This is an optimization exercise on Yosys and OpenROAD, whose aim is small area, not a production implementation. Function was checked by simulation only, so behaviour that the tests miss may differ from the original. Power figures rest on the tool's default switching activity, not on a simulated workload.

==> inputs of run a <==
## sd_frame_reader_top
module sd_frame_reader_top
(
  input  wire        clk,
  input  wire        rst,
  output wire        sd_sck,
  output wire        sd_mosi,
  input  wire        sd_miso,
  output wire        sd_cs_n,
  output wire [31:0] waddr,
  output reg  [7:0]  wdata,
  output wire        we,
  output wire        frame_done,
  output wire        init_ready,
  output wire        init_is_sdhc,
  output wire        any_error
);
export LEC_CHECK = 0
export ABC_AREA = 1
export CAP_MARGIN = 20
export CORE_MARGIN = 2
export CORE_UTILIZATION = 40
export SLEW_MARGIN = 20
create_clock -name core_clock -period 10.0 [get_ports {clk}]
standard.sh (not shown) runs the stock make flow with config.mk's settings and CLKGATE_MAP_FILE= SYNTH_SCRIPT=/design/flow/synth_recipe.tcl, a recipe that flattens the netlist after the stock synthesis.
==> flow/flow/run.sh <==
#!/bin/bash
# Own layout flow: the standard synthesis, then an area re-mapping of the
# combinational logic (registers untouched), then the standard layout.
set -euo pipefail
W=$(pwd)
R=$W/orfs/results/$FLOW_PLATFORM/sd_frame_reader_top/base
YOSYS=$FLOW_HOME/../tools/install/yosys/bin/yosys
[[ -x $YOSYS ]] || YOSYS=yosys

bash standard.sh synth > $W/log_synth.txt 2>&1
cp $R/1_2_yosys.v $W/std_synth.v

export REMAP_LIB=$FLOW_HOME/platforms/$FLOW_PLATFORM/lib/sky130_fd_sc_hd__tt_025C_1v80.lib
export REMAP_TOP=$FLOW_TOP
export REMAP_IN=$W/std_synth.v
export REMAP_OUT=$W/remap.v
export REMAP_ABC_TIME=60
export REMAP_DONT_USE="$(cat $W/flow/dont_use.txt)"
$YOSYS -c $W/flow/remap.tcl > $W/log_remap.txt 2>&1

cp $W/remap.v $R/1_2_yosys.v
rm -f $R/1_synth.odb $R/1_synth.sdc
bash standard.sh > $W/log_layout.txt 2>&1
==> flow/flow/dont_use.txt <==
sky130_fd_sc_hd__probe_p_8 sky130_fd_sc_hd__probec_p_8 sky130_fd_sc_hd__lpflow_bleeder_1 sky130_fd_sc_hd__lpflow_clkbufkapwr_1 sky130_fd_sc_hd__lpflow_clkbufkapwr_16 sky130_fd_sc_hd__lpflow_clkbufkapwr_2 sky130_fd_sc_hd__lpflow_clkbufkapwr_4 sky130_fd_sc_hd__lpflow_clkbufkapwr_8 sky130_fd_sc_hd__lpflow_clkinvkapwr_1 sky130_fd_sc_hd__lpflow_clkinvkapwr_16 sky130_fd_sc_hd__lpflow_clkinvkapwr_2 sky130_fd_sc_hd__lpflow_clkinvkapwr_4 sky130_fd_sc_hd__lpflow_clkinvkapwr_8 sky130_fd_sc_hd__lpflow_decapkapwr_12 sky130_fd_sc_hd__lpflow_decapkapwr_3 sky130_fd_sc_hd__lpflow_decapkapwr_4 sky130_fd_sc_hd__lpflow_decapkapwr_6 sky130_fd_sc_hd__lpflow_decapkapwr_8 sky130_fd_sc_hd__lpflow_inputiso0n_1 sky130_fd_sc_hd__lpflow_inputiso0p_1 sky130_fd_sc_hd__lpflow_inputiso1n_1 sky130_fd_sc_hd__lpflow_inputiso1p_1 sky130_fd_sc_hd__lpflow_inputisolatch_1 sky130_fd_sc_hd__lpflow_isobufsrc_1 sky130_fd_sc_hd__lpflow_isobufsrc_16 sky130_fd_sc_hd__lpflow_isobufsrc_2 sky130_fd_sc_hd__lpflow_isobufsrc_4 sky130_fd_sc_hd__lpflow_isobufsrc_8 sky130_fd_sc_hd__lpflow_isobufsrckapwr_16 sky130_fd_sc_hd__lpflow_lsbuf_lh_hl_isowell_tap_1 sky130_fd_sc_hd__lpflow_lsbuf_lh_hl_isowell_tap_2 sky130_fd_sc_hd__lpflow_lsbuf_lh_hl_isowell_tap_4 sky130_fd_sc_hd__lpflow_lsbuf_lh_isowell_4 sky130_fd_sc_hd__lpflow_lsbuf_lh_isowell_tap_1 sky130_fd_sc_hd__lpflow_lsbuf_lh_isowell_tap_2 sky130_fd_sc_hd__lpflow_lsbuf_lh_isowell_tap_4
==> flow/flow/remap.tcl <==
# Area re-mapping of the standard synthesis netlist's combinational logic.
# Every register instance keeps its name and cell type; only the logic
# between registers and ports is re-synthesised (ABC, area oriented).
yosys -import
set lib      $::env(REMAP_LIB)
set top      $::env(REMAP_TOP)
set abc_time $::env(REMAP_ABC_TIME)
set du {}
foreach c $::env(REMAP_DONT_USE) { lappend du -dont_use $c }

read_liberty -ignore_miss_func $lib
read_verilog $::env(REMAP_IN)
hierarchy -top $top
# sequential cells stay instances
setattr -mod -set keep_hierarchy 1 sky130_fd_sc_hd__*df* sky130_fd_sc_hd__*dl*
flatten
opt_clean -purge
select -module $top
tee -o $::env(REMAP_OUT).pre_stat.txt stat
abc -liberty $lib {*}$du -script "+strash;&get,-n;&deepsyn,-T,$abc_time;&put;dch,-f;amap;topo"
opt_clean -purge
splitnets
opt_clean -purge
hilomap -singleton -hicell sky130_fd_sc_hd__conb_1 HI -locell sky130_fd_sc_hd__conb_1 LO
insbuf -buf sky130_fd_sc_hd__buf_4 A X
opt_clean -purge
select -clear
select $top
write_verilog -noattr -nohex -nodec -selected $::env(REMAP_OUT)
==> run b: changes against run a <==
==> flow/run.sh (new file) <==
#!/bin/bash
# synth_recipe.tcl (not shown) runs the flow's synth.tcl, then flattens the netlist and writes it again
# the make line also repeats each setting of config.mk as NAME=value (left out here)
make -C /OpenROAD-flow-scripts/flow DESIGN_CONFIG=/design/flow/config.mk WORK_HOME=/design/flow/orfs CLKGATE_MAP_FILE= SYNTH_SCRIPT=/design/flow/synth_recipe.tcl finish
removed: flow/flow/run.sh
removed: flow/flow/dont_use.txt
removed: flow/flow/remap.tcl
removed: flow/standard.sh
==> summary of the runs <==
Run a passed the timing, design-rule and antenna checks. Run b completed without violations.
Against run b, the power of run a is smaller by about 23%.
Against run b, the worst setup slack of run a is lower by 0.67 ns.
In run a the sequential share of layout area is higher than in run b, by 9.3 points.
Between run a and run b, the lower die area is in run a (gap about 23%, measured against run b).

* * *

==> v19 <==
sd_frame_reader_top, a different RTL version from the one above (not shown whole).
export LEC_CHECK = 0
export ABC_AREA = 1
export CAP_MARGIN = 20
export CORE_MARGIN = 2
export CORE_UTILIZATION = 60
export PLACE_DENSITY = 0.7
export SLEW_MARGIN = 20
create_clock -name core_clock -period 10.0 [get_ports {clk}]
==> flow/flow/run.sh <==
#!/bin/bash
# Own layout flow: the standard synthesis, then an area re-mapping of the
# combinational logic (registers untouched), then the standard layout.
set -euo pipefail
W=$(pwd)
R=$W/orfs/results/$FLOW_PLATFORM/sd_frame_reader_top/base
YOSYS=$FLOW_HOME/../tools/install/yosys/bin/yosys
[[ -x $YOSYS ]] || YOSYS=yosys

export BUFFER_PORTS_ARGS="-buffer_cell sky130_fd_sc_hd__buf_1"
export CTS_ARGS="-sink_clustering_enable -repair_clock_nets -dont_use_dummy_load -buf_list sky130_fd_sc_hd__clkbuf_4"
export SKIP_REPAIR_TIE_FANOUT=1

bash standard.sh synth > $W/log_synth.txt 2>&1
cp $R/1_2_yosys.v $W/std_synth.v

export REMAP_LIB=$FLOW_HOME/platforms/$FLOW_PLATFORM/lib/sky130_fd_sc_hd__tt_025C_1v80.lib
export REMAP_TOP=$FLOW_TOP
export REMAP_IN=$W/std_synth.v
export REMAP_OUT=$W/remap.v
export REMAP_ABC_TIME=900
export REMAP_DONT_USE="$(cat $W/flow/dont_use.txt)"
$YOSYS -c $W/flow/remap.tcl > $W/log_remap.txt 2>&1

cp $W/remap.v $R/1_2_yosys.v
rm -f $R/1_synth.odb $R/1_synth.sdc
bash standard.sh > $W/log_layout.txt 2>&1
==> flow/flow/remap.tcl <==
# Area re-mapping of the standard synthesis netlist's combinational logic.
# Every register instance keeps its name and cell type; only the logic
# between registers and ports is re-synthesised (ABC, area oriented).
yosys -import
set lib      $::env(REMAP_LIB)
set top      $::env(REMAP_TOP)
set abc_time $::env(REMAP_ABC_TIME)
set du {}
foreach c $::env(REMAP_DONT_USE) { lappend du -dont_use $c }

read_liberty -ignore_miss_func $lib
read_verilog $::env(REMAP_IN)
hierarchy -top $top
# sequential cells stay instances
setattr -mod -set keep_hierarchy 1 sky130_fd_sc_hd__*df* sky130_fd_sc_hd__*dl*
flatten
opt_clean -purge
select -module $top
tee -o $::env(REMAP_OUT).pre_stat.txt stat
abc -liberty $lib {*}$du -script "+strash;&get,-n;&deepsyn,-J,300,-T,$abc_time;&dch,-f;&nf,-R,1000,-p,-F,10,-A,10,-a;&put;topo"
opt_clean -purge
splitnets
opt_clean -purge
hilomap -singleton -hicell sky130_fd_sc_hd__conb_1 HI -locell sky130_fd_sc_hd__conb_1 LO
insbuf -buf sky130_fd_sc_hd__buf_4 A X
opt_clean -purge
select -clear
select $top
write_verilog -noattr -nohex -nodec -selected $::env(REMAP_OUT)
Other scripts of this flow, unchanged in this note and not shown: flow/flow/dont_use.txt
==> v6 (differences from v19) <==
--- a/flow/design.v
+++ b/flow/design.v
@@ -1,16 +1,9 @@
 `timescale 1ns / 1ps
 module sd_frame_reader_top
-#(
-  parameter SYSCLK_HZ      = 100_000_000,
-  parameter INIT_DIV       = 16'd250,
-  parameter DATA_DIV       = 16'd2,
-  parameter LBA_START      = 32'd2048,
-  parameter BLOCKS_TO_READ = 32'd600
-)
 (
   input  wire        clk,
   input  wire        rst,
   output wire        sd_sck,
   output wire        sd_mosi,
   input  wire        sd_miso,
   output wire        sd_cs_n,
@@ -21,65 +14,63 @@
   output wire        init_ready,
   output wire        init_is_sdhc,
   output wire        any_error
 );
   localparam [4:0]
     S_RST      = 5'd0,
     S_DUMMY    = 5'd1,
-    S_CMD0_S   = 5'd8,
-    S_CMD0_R   = 5'd16,
-    S_CMD8_S   = 5'd9,
-    S_CMD8_R   = 5'd17,
-    S_CMD8_RD  = 5'd2,
-    S_LOOP     = 5'd3,
-    S_CMD55_S  = 5'd11,
-    S_CMD55_R  = 5'd19,
+    S_CMD0_S   = 5'd2,
+    S_CMD0_R   = 5'd3,
+    S_CMD8_S   = 5'd4,
+    S_CMD8_R   = 5'd5,
+    S_CMD8_RD  = 5'd6,
+    S_LOOP     = 5'd7,
+    S_CMD55_S  = 5'd8,
+    S_CMD55_R  = 5'd9,
     S_ACMD41_S = 5'd10,
-    S_ACMD41_R = 5'd18,
+    S_ACMD41_R = 5'd11,
     S_CMD58_S  = 5'd12,
-    S_CMD58_R  = 5'd20,
-    S_CMD58_RD = 5'd4,
-    S_CMD16_S  = 5'd13,
-    S_CMD16_R  = 5'd21,
-    S_ERR_I    = 5'd6,
-    S_DONE     = 5'd5,
-    S_RCMD_S   = 5'd14,
-    S_RCMD_R   = 5'd22,
-    S_WTOK     = 5'd7,
-    S_STRF     = 5'd24,
-    S_STREAM   = 5'd25,
-    S_DROP     = 5'd26,
-    S_BLK      = 5'd27,
-    S_NEXT     = 5'd28,
-    S_STOP_S   = 5'd15,
-    S_STOP_R   = 5'd23,
+    S_CMD58_R  = 5'd13,
+    S_CMD58_RD = 5'd14,
+    S_CMD16_S  = 5'd15,
+    S_CMD16_R  = 5'd16,
+    S_ERR_I    = 5'd17,
+    S_DONE     = 5'd18,
+    S_RCMD_S   = 5'd19,
+    S_RCMD_R   = 5'd20,
+    S_WTOK     = 5'd21,
+    S_STRF     = 5'd22,
+    S_STREAM   = 5'd23,
+    S_DROP     = 5'd24,
+    S_BLK      = 5'd25,
+    S_NEXT     = 5'd26,
+    S_STOP_S   = 5'd27,
+    S_STOP_R   = 5'd28,
     S_FIN      = 5'd29,
     S_ERR_R    = 5'd30;
   reg [4:0]  state;
   reg [16:0] R;
   wire [3:0] idx = R[11:8];
   reg [1:0]  ph;
   reg        sck;
   reg [2:0]  bitc;
   reg [7:0]  rx;
   reg        sdhc;
   reg [18:0] addr;
   wire idle  = (ph == 2'd0);
-  wire start = (ph == 2'd3);
-  wire busy  = (ph == 2'd1);
-  wire done  = (ph == 2'd2);
-  wire rd    = (state == S_RCMD_S) | (state == S_RCMD_R) | (state == S_WTOK) |
-               (state == S_STRF) | (state == S_STREAM) | (state == S_DROP) |
-               (state == S_BLK) | (state == S_NEXT) | (state == S_STOP_S) |
-               (state == S_STOP_R) | (state == S_FIN) | (state == S_ERR_R);
-  wire st_send  = (state[4:3] == 2'b01);
-  wire st_r1    = (state[4:3] == 2'b10);
-  wire st_long  = st_r1 & !state[2] & !(state[1] & state[0]);
-  wire st_short = st_r1 & (state[2] ^ (state[1] & state[0])) & !(state[2] & state[1]);
-  wire st_wait  = (st_r1 & state[2] & state[1]) | (state == S_WTOK);
+  wire start = (ph == 2'd1);
+  wire busy  = (ph == 2'd2);
+  wire done  = (ph == 2'd3);
+  wire rd    = (state > S_DONE);           
+  wire st_send  = (state == S_CMD0_S) | (state == S_CMD8_S) | (state == S_CMD55_S) |
+                  (state == S_ACMD41_S) | (state == S_CMD58_S) | (state == S_CMD16_S) |
+                  (state == S_RCMD_S) | (state == S_STOP_S);
+  wire st_long  = (state == S_CMD0_R) | (state == S_CMD8_R) | (state == S_ACMD41_R);
+  wire st_short = (state == S_CMD55_R) | (state == S_CMD58_R) | (state == S_CMD16_R);
+  wire st_wait  = (state == S_RCMD_R) | (state == S_WTOK) | (state == S_STOP_R);
   wire st_poll  = st_long | st_short | st_wait;
   wire st_read  = (state == S_CMD8_RD) | (state == S_CMD58_RD);
   wire st_err   = (state == S_ERR_I) | (state == S_ERR_R);
   wire lim = st_long  ? &R[15:8] :
              st_short ? &R[14:8] :
              (R[16] & R[13] & R[12] & R[11] & R[7]);    
   wire rx_ff = &rx;
@@ -128,15 +119,24 @@
     issue  = 1'b0;
     iinc   = 1'b0;
     if (st_send) begin
       if (idle) begin
         if (!(idx[2] & idx[1])) begin issue = 1'b1; iinc = 1'b1; end
         else begin
           go = 1'b1;
-          nstate = {2'b10, state[2:0]};
+          case (state)
+            S_CMD0_S:   nstate = S_CMD0_R;
+            S_CMD8_S:   nstate = S_CMD8_R;
+            S_CMD55_S:  nstate = S_CMD55_R;
+            S_ACMD41_S: nstate = S_ACMD41_R;
+            S_CMD58_S:  nstate = S_CMD58_R;
+            S_CMD16_S:  nstate = S_CMD16_R;
+            S_RCMD_S:   nstate = S_RCMD_R;
+            default:    nstate = S_STOP_R;
+          endcase
         end
       end
     end
     if (st_long | st_short) begin
       if (lim) begin go = 1'b1; nstate = S_ERR_I; end
       else begin
         issue = idle;
@@ -242,17 +242,17 @@
       sck   <= 1'b0;
       sdhc  <= 1'b0;
       wdata <= 8'd0;
       addr  <= 19'd0;
     end else begin
       state <= nstate;
       case (ph)
-        2'd0:    ph <= issue ? 2'd3 : 2'd0;
-        2'd3:    ph <= 2'd1;
-        2'd1:    ph <= fin ? 2'd2 : 2'd1;
+        2'd0:    ph <= issue ? 2'd1 : 2'd0;
+        2'd1:    ph <= 2'd2;
+        2'd2:    ph <= fin ? 2'd3 : 2'd2;
         default: ph <= 2'd0;
       endcase
       if (busy && tc) sck <= ~sck;
       if (state == S_CMD58_RD && idx[2]) sdhc <= R[12];
       if (dv) begin
         wdata <= rx;
         addr  <= addr + 19'd1;
--- a/flow/flow/run.sh
+++ b/flow/flow/run.sh
@@ -14,14 +14,14 @@
 bash standard.sh synth > $W/log_synth.txt 2>&1
 cp $R/1_2_yosys.v $W/std_synth.v
 
 export REMAP_LIB=$FLOW_HOME/platforms/$FLOW_PLATFORM/lib/sky130_fd_sc_hd__tt_025C_1v80.lib
 export REMAP_TOP=$FLOW_TOP
 export REMAP_IN=$W/std_synth.v
 export REMAP_OUT=$W/remap.v
-export REMAP_ABC_TIME=900
+export REMAP_ABC_TIME=90
 export REMAP_DONT_USE="$(cat $W/flow/dont_use.txt)"
 $YOSYS -c $W/flow/remap.tcl > $W/log_remap.txt 2>&1
 
 cp $W/remap.v $R/1_2_yosys.v
 rm -f $R/1_synth.odb $R/1_synth.sdc
 bash standard.sh > $W/log_layout.txt 2>&1
--- a/flow/flow/remap.tcl
+++ b/flow/flow/remap.tcl
@@ -13,15 +13,15 @@
 hierarchy -top $top
 # sequential cells stay instances
 setattr -mod -set keep_hierarchy 1 sky130_fd_sc_hd__*df* sky130_fd_sc_hd__*dl*
 flatten
 opt_clean -purge
 select -module $top
 tee -o $::env(REMAP_OUT).pre_stat.txt stat
-abc -liberty $lib {*}$du -script "+strash;&get,-n;&deepsyn,-J,300,-T,$abc_time;&dch,-f;&nf,-R,1000,-p,-F,10,-A,10,-a;&put;topo"
+abc -liberty $lib {*}$du -script "+strash;&get,-n;&deepsyn,-T,$abc_time;&dch,-f;&nf,-R,1000,-p;&put;topo"
 opt_clean -purge
 splitnets
 opt_clean -purge
 hilomap -singleton -hicell sky130_fd_sc_hd__conb_1 HI -locell sky130_fd_sc_hd__conb_1 LO
 insbuf -buf sky130_fd_sc_hd__buf_4 A X
 opt_clean -purge
 select -clear
==> v1 (differences from v19) <==
--- a/flow/design.v
+++ b/flow/design.v
@@ -1,16 +1,9 @@
 `timescale 1ns / 1ps
 module sd_frame_reader_top
-#(
-  parameter SYSCLK_HZ      = 100_000_000,
-  parameter INIT_DIV       = 16'd250,
-  parameter DATA_DIV       = 16'd2,
-  parameter LBA_START      = 32'd2048,
-  parameter BLOCKS_TO_READ = 32'd600
-)
 (
   input  wire        clk,
   input  wire        rst,
   output wire        sd_sck,
   output wire        sd_mosi,
   input  wire        sd_miso,
   output wire        sd_cs_n,
@@ -21,65 +14,63 @@
   output wire        init_ready,
   output wire        init_is_sdhc,
   output wire        any_error
 );
   localparam [4:0]
     S_RST      = 5'd0,
     S_DUMMY    = 5'd1,
-    S_CMD0_S   = 5'd8,
-    S_CMD0_R   = 5'd16,
-    S_CMD8_S   = 5'd9,
-    S_CMD8_R   = 5'd17,
-    S_CMD8_RD  = 5'd2,
-    S_LOOP     = 5'd3,
-    S_CMD55_S  = 5'd11,
-    S_CMD55_R  = 5'd19,
+    S_CMD0_S   = 5'd2,
+    S_CMD0_R   = 5'd3,
+    S_CMD8_S   = 5'd4,
+    S_CMD8_R   = 5'd5,
+    S_CMD8_RD  = 5'd6,
+    S_LOOP     = 5'd7,
+    S_CMD55_S  = 5'd8,
+    S_CMD55_R  = 5'd9,
     S_ACMD41_S = 5'd10,
-    S_ACMD41_R = 5'd18,
+    S_ACMD41_R = 5'd11,
     S_CMD58_S  = 5'd12,
-    S_CMD58_R  = 5'd20,
-    S_CMD58_RD = 5'd4,
-    S_CMD16_S  = 5'd13,
-    S_CMD16_R  = 5'd21,
-    S_ERR_I    = 5'd6,
-    S_DONE     = 5'd5,
-    S_RCMD_S   = 5'd14,
-    S_RCMD_R   = 5'd22,
-    S_WTOK     = 5'd7,
-    S_STRF     = 5'd24,
-    S_STREAM   = 5'd25,
-    S_DROP     = 5'd26,
-    S_BLK      = 5'd27,
-    S_NEXT     = 5'd28,
-    S_STOP_S   = 5'd15,
-    S_STOP_R   = 5'd23,
+    S_CMD58_R  = 5'd13,
+    S_CMD58_RD = 5'd14,
+    S_CMD16_S  = 5'd15,
+    S_CMD16_R  = 5'd16,
+    S_ERR_I    = 5'd17,
+    S_DONE     = 5'd18,
+    S_RCMD_S   = 5'd19,
+    S_RCMD_R   = 5'd20,
+    S_WTOK     = 5'd21,
+    S_STRF     = 5'd22,
+    S_STREAM   = 5'd23,
+    S_DROP     = 5'd24,
+    S_BLK      = 5'd25,
+    S_NEXT     = 5'd26,
+    S_STOP_S   = 5'd27,
+    S_STOP_R   = 5'd28,
     S_FIN      = 5'd29,
     S_ERR_R    = 5'd30;
   reg [4:0]  state;
   reg [16:0] R;
   wire [3:0] idx = R[11:8];
   reg [1:0]  ph;
   reg        sck;
   reg [2:0]  bitc;
   reg [7:0]  rx;
   reg        sdhc;
   reg [18:0] addr;
   wire idle  = (ph == 2'd0);
-  wire start = (ph == 2'd3);
-  wire busy  = (ph == 2'd1);
-  wire done  = (ph == 2'd2);
-  wire rd    = (state == S_RCMD_S) | (state == S_RCMD_R) | (state == S_WTOK) |
-               (state == S_STRF) | (state == S_STREAM) | (state == S_DROP) |
-               (state == S_BLK) | (state == S_NEXT) | (state == S_STOP_S) |
-               (state == S_STOP_R) | (state == S_FIN) | (state == S_ERR_R);
-  wire st_send  = (state[4:3] == 2'b01);
-  wire st_r1    = (state[4:3] == 2'b10);
-  wire st_long  = st_r1 & !state[2] & !(state[1] & state[0]);
-  wire st_short = st_r1 & (state[2] ^ (state[1] & state[0])) & !(state[2] & state[1]);
-  wire st_wait  = (st_r1 & state[2] & state[1]) | (state == S_WTOK);
+  wire start = (ph == 2'd1);
+  wire busy  = (ph == 2'd2);
+  wire done  = (ph == 2'd3);
+  wire rd    = (state > S_DONE);           
+  wire st_send  = (state == S_CMD0_S) | (state == S_CMD8_S) | (state == S_CMD55_S) |
+                  (state == S_ACMD41_S) | (state == S_CMD58_S) | (state == S_CMD16_S) |
+                  (state == S_RCMD_S) | (state == S_STOP_S);
+  wire st_long  = (state == S_CMD0_R) | (state == S_CMD8_R) | (state == S_ACMD41_R);
+  wire st_short = (state == S_CMD55_R) | (state == S_CMD58_R) | (state == S_CMD16_R);
+  wire st_wait  = (state == S_RCMD_R) | (state == S_WTOK) | (state == S_STOP_R);
   wire st_poll  = st_long | st_short | st_wait;
   wire st_read  = (state == S_CMD8_RD) | (state == S_CMD58_RD);
   wire st_err   = (state == S_ERR_I) | (state == S_ERR_R);
   wire lim = st_long  ? &R[15:8] :
              st_short ? &R[14:8] :
              (R[16] & R[13] & R[12] & R[11] & R[7]);    
   wire rx_ff = &rx;
@@ -128,15 +119,24 @@
     issue  = 1'b0;
     iinc   = 1'b0;
     if (st_send) begin
       if (idle) begin
         if (!(idx[2] & idx[1])) begin issue = 1'b1; iinc = 1'b1; end
         else begin
           go = 1'b1;
-          nstate = {2'b10, state[2:0]};
+          case (state)
+            S_CMD0_S:   nstate = S_CMD0_R;
+            S_CMD8_S:   nstate = S_CMD8_R;
+            S_CMD55_S:  nstate = S_CMD55_R;
+            S_ACMD41_S: nstate = S_ACMD41_R;
+            S_CMD58_S:  nstate = S_CMD58_R;
+            S_CMD16_S:  nstate = S_CMD16_R;
+            S_RCMD_S:   nstate = S_RCMD_R;
+            default:    nstate = S_STOP_R;
+          endcase
         end
       end
     end
     if (st_long | st_short) begin
       if (lim) begin go = 1'b1; nstate = S_ERR_I; end
       else begin
         issue = idle;
@@ -242,17 +242,17 @@
       sck   <= 1'b0;
       sdhc  <= 1'b0;
       wdata <= 8'd0;
       addr  <= 19'd0;
     end else begin
       state <= nstate;
       case (ph)
-        2'd0:    ph <= issue ? 2'd3 : 2'd0;
-        2'd3:    ph <= 2'd1;
-        2'd1:    ph <= fin ? 2'd2 : 2'd1;
+        2'd0:    ph <= issue ? 2'd1 : 2'd0;
+        2'd1:    ph <= 2'd2;
+        2'd2:    ph <= fin ? 2'd3 : 2'd2;
         default: ph <= 2'd0;
       endcase
       if (busy && tc) sck <= ~sck;
       if (state == S_CMD58_RD && idx[2]) sdhc <= R[12];
       if (dv) begin
         wdata <= rx;
         addr  <= addr + 19'd1;
==> flow/flow/run.sh (replaced) <==
#!/bin/bash
# Own layout flow: the standard synthesis, then an area re-mapping of the
# combinational logic (registers untouched), then the standard layout.
set -euo pipefail
W=$(pwd)
R=$W/orfs/results/$FLOW_PLATFORM/sd_frame_reader_top/base
YOSYS=$FLOW_HOME/../tools/install/yosys/bin/yosys
[[ -x $YOSYS ]] || YOSYS=yosys

export BUFFER_PORTS_ARGS="-buffer_cell sky130_fd_sc_hd__buf_1"
export CTS_ARGS="-sink_clustering_enable -repair_clock_nets -dont_use_dummy_load -buf_list sky130_fd_sc_hd__clkbuf_8"

bash standard.sh synth > $W/log_synth.txt 2>&1
cp $R/1_2_yosys.v $W/std_synth.v

export REMAP_LIB=$FLOW_HOME/platforms/$FLOW_PLATFORM/lib/sky130_fd_sc_hd__tt_025C_1v80.lib
export REMAP_TOP=$FLOW_TOP
export REMAP_IN=$W/std_synth.v
export REMAP_OUT=$W/remap.v
export REMAP_ABC_TIME=60
export REMAP_DONT_USE="$(cat $W/flow/dont_use.txt)"
$YOSYS -c $W/flow/remap.tcl > $W/log_remap.txt 2>&1

cp $W/remap.v $R/1_2_yosys.v
rm -f $R/1_synth.odb $R/1_synth.sdc
bash standard.sh > $W/log_layout.txt 2>&1
--- a/flow/flow/remap.tcl
+++ b/flow/flow/remap.tcl
@@ -13,15 +13,15 @@
 hierarchy -top $top
 # sequential cells stay instances
 setattr -mod -set keep_hierarchy 1 sky130_fd_sc_hd__*df* sky130_fd_sc_hd__*dl*
 flatten
 opt_clean -purge
 select -module $top
 tee -o $::env(REMAP_OUT).pre_stat.txt stat
-abc -liberty $lib {*}$du -script "+strash;&get,-n;&deepsyn,-J,300,-T,$abc_time;&dch,-f;&nf,-R,1000,-p,-F,10,-A,10,-a;&put;topo"
+abc -liberty $lib {*}$du -script "+strash;&get,-n;&deepsyn,-T,$abc_time;&put;dch,-f;amap;topo"
 opt_clean -purge
 splitnets
 opt_clean -purge
 hilomap -singleton -hicell sky130_fd_sc_hd__conb_1 HI -locell sky130_fd_sc_hd__conb_1 LO
 insbuf -buf sky130_fd_sc_hd__buf_4 A X
 opt_clean -purge
 select -clear
==> run summary <==
| item | v1 | v19 | v6 |
|---|---|---|---|
| Setup slack, reg-to-reg | 5700 ps | 4980 ps | 5670 ps |
| Count of plain and timing-repair buffers in the layout | 39 | 38 | 38 |
| Net Sw Power | 112 µW | 137 µW | 106 µW |
| Number of non-clock inverters in the layout | 50 | 6 | 4 |
| Seq pwr | 267 µW | 286 µW | 269 µW |
| Layout non-clock buf frac | 4.30% | 4.37% | 4.27% |
| Number of global-route vias before repair | 2970 | 2723 | 2958 |
| Count of fill cells added during filler insertion | 520 | 524 | 505 |
| Met1 Wirelength | 3.97 mm | 3.53 mm | 3.62 mm |
| Length in cells of the worst reg-to-reg path | 15 | 16 | 13 |
| Share of layout cells above drive strength 1 | 2.29% | 2.39% | 2.58% |
| Status | complete, no violations | complete, no violations | complete, no violations |
| Clock group share of total power | 36.2% | 25.6% | 29.6% |
| Worst setup path endpoint | sd_mosi | addr[18] | sd_mosi |
| Max Fclk | 0.205 GHz | 0.199 GHz | 0.205 GHz |
| Design Area, Final | 0.00358 mm² | 0.00335 mm² | 0.00343 mm² |
| Total die area | 0.00640 mm² | 0.00619 mm² | 0.00631 mm² |
| Power Clock | 167 µW | 121 µW | 123 µW |
| Met1 track demand over resource | 39.4% | 35.2% | 37.5% |
| Die Span X | 80 µm | 78.7 µm | 79.5 µm |
| Wire length of the first global-routing pass | 14.5 mm | 12.7 mm | 14.1 mm |
| Routed length per instance | 16.6 µm | 15.8 µm | 17.5 µm |
| Hold path endpoint | R[6] | wdata[6] | wdata[0] |
| Worst voltage drop across the vdd grid | 0.0964 mV | 0.103 mV | 0.112 mV |

-- afterwards: timing with drivers on the ports --
The flow's constraints put no driver on any port. The routed layouts listed below were extracted and timed again, unchanged, in two steps. Step 1 sets driving cells, clkbuf_16 on the clock port and buf_2 on the other inputs (assumed; they add their load-dependent delay and slew). Step 2 also shifts input and output timing later by t, the mid clock arrival at the registers, as if the neighbouring blocks saw the same clock. Slacks: ideal ports / drivers / drivers and shift; pairs: ideal ports / drivers.
run | t (ns) | slack for setup (ns) | slew at the worst register clock pin (ns) | worst slew at a driven data input, ns
run a | 0.376 | 4.287 / 4.257 / 4.632 | 0.07 / 0.07 | 0.03
run b | 0.367 | 4.959 / 4.924 / 5.291 | 0.06 / 0.06 | 0.03
v19 | 0.413 | 4.984 / 4.984 / 4.984 | 0.11 / 0.11 | 0.03
v6 | 0.432 | 5.130 / 5.102 / 5.534 | 0.11 / 0.11 | 0.03
v1 | 0.363 | 5.118 / 5.086 / 5.449 | 0.07 / 0.07 | 0.03
After both steps every run listed still meets setup and hold.
